Context: an optimization exercise on an open-source flow, tuned for small area and a short achievable clock period. The choices shown serve that exercise and are no tape-out recipe. In this exercise RTL edits were held to simulation tests only and were not proved equivalent to the original. No activity file was given, so power comes from the tool's default toggle rates.

run 1:
Design pe_array, start of the top module:
module pe_array (
  input wire [3:0] sw_output_1,
  input wire [3:0] sw_output_2,
  input wire [3:0] sw_output_3,
  input wire [3:0] sw_output_4,
  input wire [3:0] sw_output_5,
  input wire [3:0] sw_output_6,
  input wire [3:0] sw_output_7,
  input wire [3:0] sw_output_8,
  input wire [3:0] sw_output_9,
  input wire [3:0] sw_output_10,
  input wire [3:0] sw_output_11,
  input wire [3:0] sw_output_12,
  input wire [3:0] sw_output_13,
  input wire [3:0] sw_output_14,
  input wire [3:0] sw_output_15,
  input wire [3:0] sw_output_16,
  input wire [3:0] sw_output_17,
  input wire [3:0] sw_output_18,
  input wire [3:0] sw_output_19,
  input wire [3:0] sw_output_20,
  input wire [3:0] sw_output_21,
  input wire [3:0] sw_output_22,
  input wire [3:0] sw_output_23,
  input wire [3:0] sw_output_24,
  input wire [3:0] sw_output_25,
  input wire [3:0] sw_output_26,
  input wire [3:0] sw_output_27,
  input wire [3:0] sw_output_28,
  input wire [3:0] sw_output_29,
  input wire [3:0] sw_output_30,
  input wire [3:0] sw_output_31,
  input wire [3:0] sw_output_32,
  input wire [3:0] sw_output_33,
  input wire [3:0] sw_output_34,
  input wire [3:0] sw_output_35,
  input wire [3:0] sw_output_36,
  input wire [3:0] sw_output_37,
  input wire [3:0] sw_output_38,
  input wire [3:0] sw_output_39,
  input wire [3:0] sw_output_40,
  input wire [3:0] sw_output_41,
  input wire [3:0] sw_output_42,
  input wire [3:0] sw_output_43,
  input wire [3:0] sw_output_44,
  input wire [3:0] sw_output_45,
  input wire [3:0] sw_output_46,
  input wire [3:0] sw_output_47,
  input wire [3:0] sw_output_48,
  input wire [3:0] sw_output_49,
  input wire [3:0] sw_output_50,
  input wire [3:0] sw_output_51,
  input wire [3:0] sw_output_52,
  input wire [3:0] sw_output_53,
  input wire [3:0] sw_output_54,
  input wire [3:0] sw_output_55,
  input wire [3:0] sw_output_56,
  input wire [3:0] sw_output_57,
  input wire [3:0] sw_output_58,
  input wire [3:0] sw_output_59,
  input wire [3:0] sw_output_60,
  input wire [3:0] sw_output_61,
  input wire [3:0] sw_output_62,
  input wire [3:0] sw_output_63,
  input wire [3:0] sw_output_64,
  input wire [3:0] sw_output_65,
  input wire [3:0] sw_output_66,
  input wire [3:0] sw_output_67,
  input wire [3:0] sw_output_68,
  ...
clock: 4.5 ns
lec_check: 0
cap_margin: 20
core_margin: 2
core_utilization: 60
cts_cluster_diameter: 100
cts_cluster_size: 30
setup_slack_margin: 2.15
slew_margin: 20
synth_hierarchical: 1
standard.sh (not shown) runs the stock make flow with config.mk's settings and CLKGATE_MAP_FILE= SYNTH_SCRIPT=/design/flow/synth_recipe.tcl, a recipe that flattens the netlist after the stock synthesis.
==> flow/flow/run.sh <==
#!/bin/bash
# Standard layout, with plain buffers (instead of delay cells) on the ports,
# and the enable and output pins kept together on one edge.
set -euo pipefail
bash standard.sh "BUFFER_PORTS_ARGS=-buffer_cell sky130_fd_sc_hd__buf_1" "IO_CONSTRAINTS=$PWD/flow/io.tcl" finish > standard_flow.log 2>&1
==> flow/flow/io.tcl <==
# keep the enable and the outputs together on one edge, the enable in the middle
set_io_pin_constraint -region right:* -group -order -pin_names {final_output_1[0] final_output_1[1] final_output_1[2] final_output_1[3] final_output_1[4] final_output_1[5] final_output_1[6] final_output_1[7] final_output_1[8] final_output_1[9] final_output_1[10] final_output_1[11] final_output_2[0] final_output_2[1] final_output_2[2] final_output_2[3] final_output_2[4] final_output_2[5] final_output_2[6] final_output_2[7] final_output_2[8] final_output_2[9] final_output_2[10] final_output_2[11] final_output_3[0] final_output_3[1] final_output_3[2] final_output_3[3] final_output_3[4] final_output_3[5] final_output_3[6] final_output_3[7] final_output_3[8] final_output_3[9] final_output_3[10] final_output_3[11] final_output_4[0] final_output_4[1] final_output_4[2] final_output_4[3] final_output_4[4] final_output_4[5] final_output_4[6] final_output_4[7] final_output_4[8] final_output_4[9] final_output_4[10] final_output_4[11] final_output_5[0] final_output_5[1] final_output_5[2] final_output_5[3] final_output_5[4] final_output_5[5] pe_array_enable final_output_5[6] final_output_5[7] final_output_5[8] final_output_5[9] final_output_5[10] final_output_5[11] final_output_6[0] final_output_6[1] final_output_6[2] final_output_6[3] final_output_6[4] final_output_6[5] final_output_6[6] final_output_6[7] final_output_6[8] final_output_6[9] final_output_6[10] final_output_6[11] final_output_7[0] final_output_7[1] final_output_7[2] final_output_7[3] final_output_7[4] final_output_7[5] final_output_7[6] final_output_7[7] final_output_7[8] final_output_7[9] final_output_7[10] final_output_7[11] final_output_8[0] final_output_8[1] final_output_8[2] final_output_8[3] final_output_8[4] final_output_8[5] final_output_8[6] final_output_8[7] final_output_8[8] final_output_8[9] final_output_8[10] final_output_8[11] final_output_9[0] final_output_9[1] final_output_9[2] final_output_9[3] final_output_9[4] final_output_9[5] final_output_9[6] final_output_9[7] final_output_9[8] final_output_9[9] final_output_9[10] final_output_9[11]}
The following lists how run 2 was set up differently from run 1:
Settings: SETUP_SLACK_MARGIN now 2.0, was 2.15.
==> comparison <==
Run 2 -> run 1: worst-case vdd ir drop flat
Run 2 vs. run 1: met2 demand-to-capacity share in global routing went down by 0.16 points.
The final core area utilization was comparable across run 2 and run 1.
Status: final cell area excluding filler cells parity (run 2, run 1)
Of run 2 and run 1, it is run 2 that has the lower setup slack after layout.
Taking run 1 over run 2, the first-iteration DRC count ratio works out to 0.936.
Modified inputs, run 3 compared to run 2
Settings: GPL_TIMING_DRIVEN newly set to 0; SETUP_SLACK_MARGIN changed from 2.0 to 2.15.
[summary]
- Looking at clock skew after layout, run 3 sits 16 ps higher than run 2 does.
- For standard cell core area, run 2 and run 3 come out practically identical.
- Run 2 → run 3: power went up by 7.7%; routed wire length went up by about 2.2%; count of non-CTS buffers in the layout went up by 1086.
- Run comparison: run 2 capture point of the worst path final_output_6[9]; run 3 capture point of the worst path scd_2_5[0]
- Power share of the clock group | run 3 below run 2
Modified inputs, run 4 compared to run 3
Settings: changing SETUP_SLACK_MARGIN from 2.15 to 2.3; removing GPL_TIMING_DRIVEN (formerly 0).
Higher final estimated routing congestion in global placement was reported by run 4, not run 3.
Count of instances resized after the clock tree is built, run 4 vs run 3: up by more than half
What run 3 reported for count of non-filler cells in the finished layout has to be multiplied by 0.902 to get the figure for run 4.
NOTE combinational power run 3->run 4 decreased by more than a quarter
Final setup violation count: run 3 vs run 4 identical
Comparing run 3 against run 4, there is no change at all in hold buffer count at CTS.
From run 3 to run 4 the numbers moved as follows: met1 layer usage reported by global route now sits higher, timing-limited maximum frequency now sits higher, number of diodes now sits higher.

main:
Starting RTL as in the previous note.
Design pe_array, start of the top module:
module pe_array (
  input wire [3:0] sw_output_1,
  input wire [3:0] sw_output_2,
  input wire [3:0] sw_output_3,
  input wire [3:0] sw_output_4,
  input wire [3:0] sw_output_5,
  input wire [3:0] sw_output_6,
  input wire [3:0] sw_output_7,
  input wire [3:0] sw_output_8,
  input wire [3:0] sw_output_9,
  input wire [3:0] sw_output_10,
  input wire [3:0] sw_output_11,
  input wire [3:0] sw_output_12,
  input wire [3:0] sw_output_13,
  input wire [3:0] sw_output_14,
  input wire [3:0] sw_output_15,
  input wire [3:0] sw_output_16,
  input wire [3:0] sw_output_17,
  input wire [3:0] sw_output_18,
  input wire [3:0] sw_output_19,
  input wire [3:0] sw_output_20,
  input wire [3:0] sw_output_21,
  input wire [3:0] sw_output_22,
  input wire [3:0] sw_output_23,
  input wire [3:0] sw_output_24,
  input wire [3:0] sw_output_25,
  input wire [3:0] sw_output_26,
  input wire [3:0] sw_output_27,
  input wire [3:0] sw_output_28,
  input wire [3:0] sw_output_29,
  input wire [3:0] sw_output_30,
  input wire [3:0] sw_output_31,
  input wire [3:0] sw_output_32,
  input wire [3:0] sw_output_33,
  input wire [3:0] sw_output_34,
  input wire [3:0] sw_output_35,
  input wire [3:0] sw_output_36,
  input wire [3:0] sw_output_37,
  input wire [3:0] sw_output_38,
  input wire [3:0] sw_output_39,
  input wire [3:0] sw_output_40,
  input wire [3:0] sw_output_41,
  input wire [3:0] sw_output_42,
  input wire [3:0] sw_output_43,
  input wire [3:0] sw_output_44,
  input wire [3:0] sw_output_45,
  input wire [3:0] sw_output_46,
  input wire [3:0] sw_output_47,
  input wire [3:0] sw_output_48,
  input wire [3:0] sw_output_49,
  input wire [3:0] sw_output_50,
  input wire [3:0] sw_output_51,
  input wire [3:0] sw_output_52,
  input wire [3:0] sw_output_53,
  input wire [3:0] sw_output_54,
  input wire [3:0] sw_output_55,
  input wire [3:0] sw_output_56,
  input wire [3:0] sw_output_57,
  input wire [3:0] sw_output_58,
  input wire [3:0] sw_output_59,
  input wire [3:0] sw_output_60,
  input wire [3:0] sw_output_61,
  ...
Settings: LEC_CHECK=0, CAP_MARGIN=20, CORE_MARGIN=2, CORE_UTILIZATION=60, CTS_CLUSTER_DIAMETER=100, CTS_CLUSTER_SIZE=30, SETUP_SLACK_MARGIN=2.15, SLEW_MARGIN=20, SYNTH_HIERARCHICAL=1; clock period 4.5 ns.
==> flow/flow/run.sh <==
#!/bin/bash
# Standard layout, with plain buffers (instead of delay cells) on the ports.
set -euo pipefail
bash standard.sh "BUFFER_PORTS_ARGS=-buffer_cell sky130_fd_sc_hd__buf_1" finish > standard_flow.log 2>&1
No stage failed in main, and the final checks on the layout all came back clean.
diff inputs: main => the feature branch
Settings: swapping 2.15 for 2.3 in SETUP_SLACK_MARGIN.
Results
- Per the comparison of the feature branch with main, number of standard cells in the final layout excluding fillers essentially unchanged, share of the clock period used by the worst path after layout essentially unchanged, aggregate global-route resource usage essentially unchanged, sequential share of layout area essentially unchanged.
- Setup slack after layout essentially unchanged between the feature branch and main.
- In the tables for main and the feature branch, sum of routed wire length over all layers reads higher with the feature branch.
- Source-to-sink clock delay at the later pin of the worst-skew pair delta (the feature branch -> main): insignificant
- Looking at main and the feature branch, the maximum clock frequency is a wash.

pe_array, a different RTL version from the one above (not shown whole).
Size in the first run: ~7000 cells after synthesis, ~760 I/O pins, about 93000 um^2 of cells after synthesis.
export LEC_CHECK = 0
export CAP_MARGIN = 20
export CORE_MARGIN = 2
export CORE_UTILIZATION = 60
export CTS_CLUSTER_DIAMETER = 100
export CTS_CLUSTER_SIZE = 30
export SETUP_SLACK_MARGIN = 2.2
export SLEW_MARGIN = 20
export SYNTH_HIERARCHICAL = 1
create_clock -name core_clock -period 4.5 [get_ports {clk}]
==> flow/flow/run.sh <==
#!/bin/bash
# Standard layout, with plain buffers (instead of delay cells) on the ports.
set -euo pipefail
bash standard.sh "BUFFER_PORTS_ARGS=-buffer_cell sky130_fd_sc_hd__buf_2" finish > standard_flow.log 2>&1
The baseline finished with timing, DRC and antenna clean.
Rerun with:
- CTS_CLUSTER_DIAMETER: 100 -> unset
- CTS_CLUSTER_SIZE: 30 -> unset
- SETUP_SLACK_MARGIN: 2.2 -> 2.0
Total power grows by 22%.
Worst setup slack improved by 0.016 ns.
Sequential power barely changes.
Core utilization came out higher by 2.3 points.
Rerun with:
- CTS_CLUSTER_DIAMETER: unset -> 100
- CTS_CLUSTER_SIZE: unset -> 30
Effect:
- count of clock-buffer cells in the layout shrinks by 219
- via count drops by 2.5%
- setup slack loses 0.015 ns
- utilization went down by 3.0 points
- critical path depth does not change
- final cell count fell by 3.0%
- synthesized area stays the same
- sequential power stays flat
- routed wire length drops by 2.3%
- global-route usage went down by 0.53 points

[port drivers added, routing unchanged]
The flow's constraints put no driver on any port. The routed layouts listed below were extracted and timed again, unchanged, in two steps.
Step 1 sets driving cells, clkbuf_16 on the clock port and buf_2 on the other inputs (assumed; they add their load-dependent delay and slew).
Step 2 also shifts input and output timing later by t, the mid clock arrival at the registers, as if the neighbouring blocks saw the same clock.
Slacks: ideal ports / drivers / drivers and shift; pairs: ideal ports / drivers.
| run | t (ns) | slack for setup (ns) | latest minus earliest clock arrival (ns) | worst register clock-pin slew, ns |
|---|---|---|---|---|
| run 1 | 0.773 | 2.182 / 2.077 / 1.473 | 0.020 / 0.020 | 0.11 / 0.11 |
| run 2 | 0.772 | 2.081 / 2.001 / 1.465 | 0.019 / 0.019 | 0.11 / 0.11 |
| run 3 | 0.772 | 2.127 / 1.969 / 1.355 | 0.036 / 0.036 | 0.11 / 0.11 |
| run 4 | 0.773 | 2.156 / 1.771 / 1.513 | 0.020 / 0.020 | 0.11 / 0.11 |
| main | 0.765 | 2.132 / 1.858 / 1.475 | 0.026 / 0.026 | 0.12 / 0.12 |
| the feature branch | 0.765 | 2.133 / 1.880 / 1.507 | 0.027 / 0.026 | 0.11 / 0.11 |
| the first run of note 3 | 0.768 | 2.032 / 1.691 / 1.438 | 0.028 / 0.029 | 0.11 / 0.11 |
| the second run of note 3 | 0.872 | 2.048 / 1.919 / 1.349 | 0.026 / 0.026 | 0.06 / 0.06 |
| the third run of note 3 | 0.766 | 2.033 / 1.897 / 1.352 | 0.030 / 0.030 | 0.11 / 0.11 |
After both steps setup and hold are still met in every run listed. For run 3, which loses most, drivers alone change the setup slack by -0.158 ns; drivers and shift together by -0.772 ns.
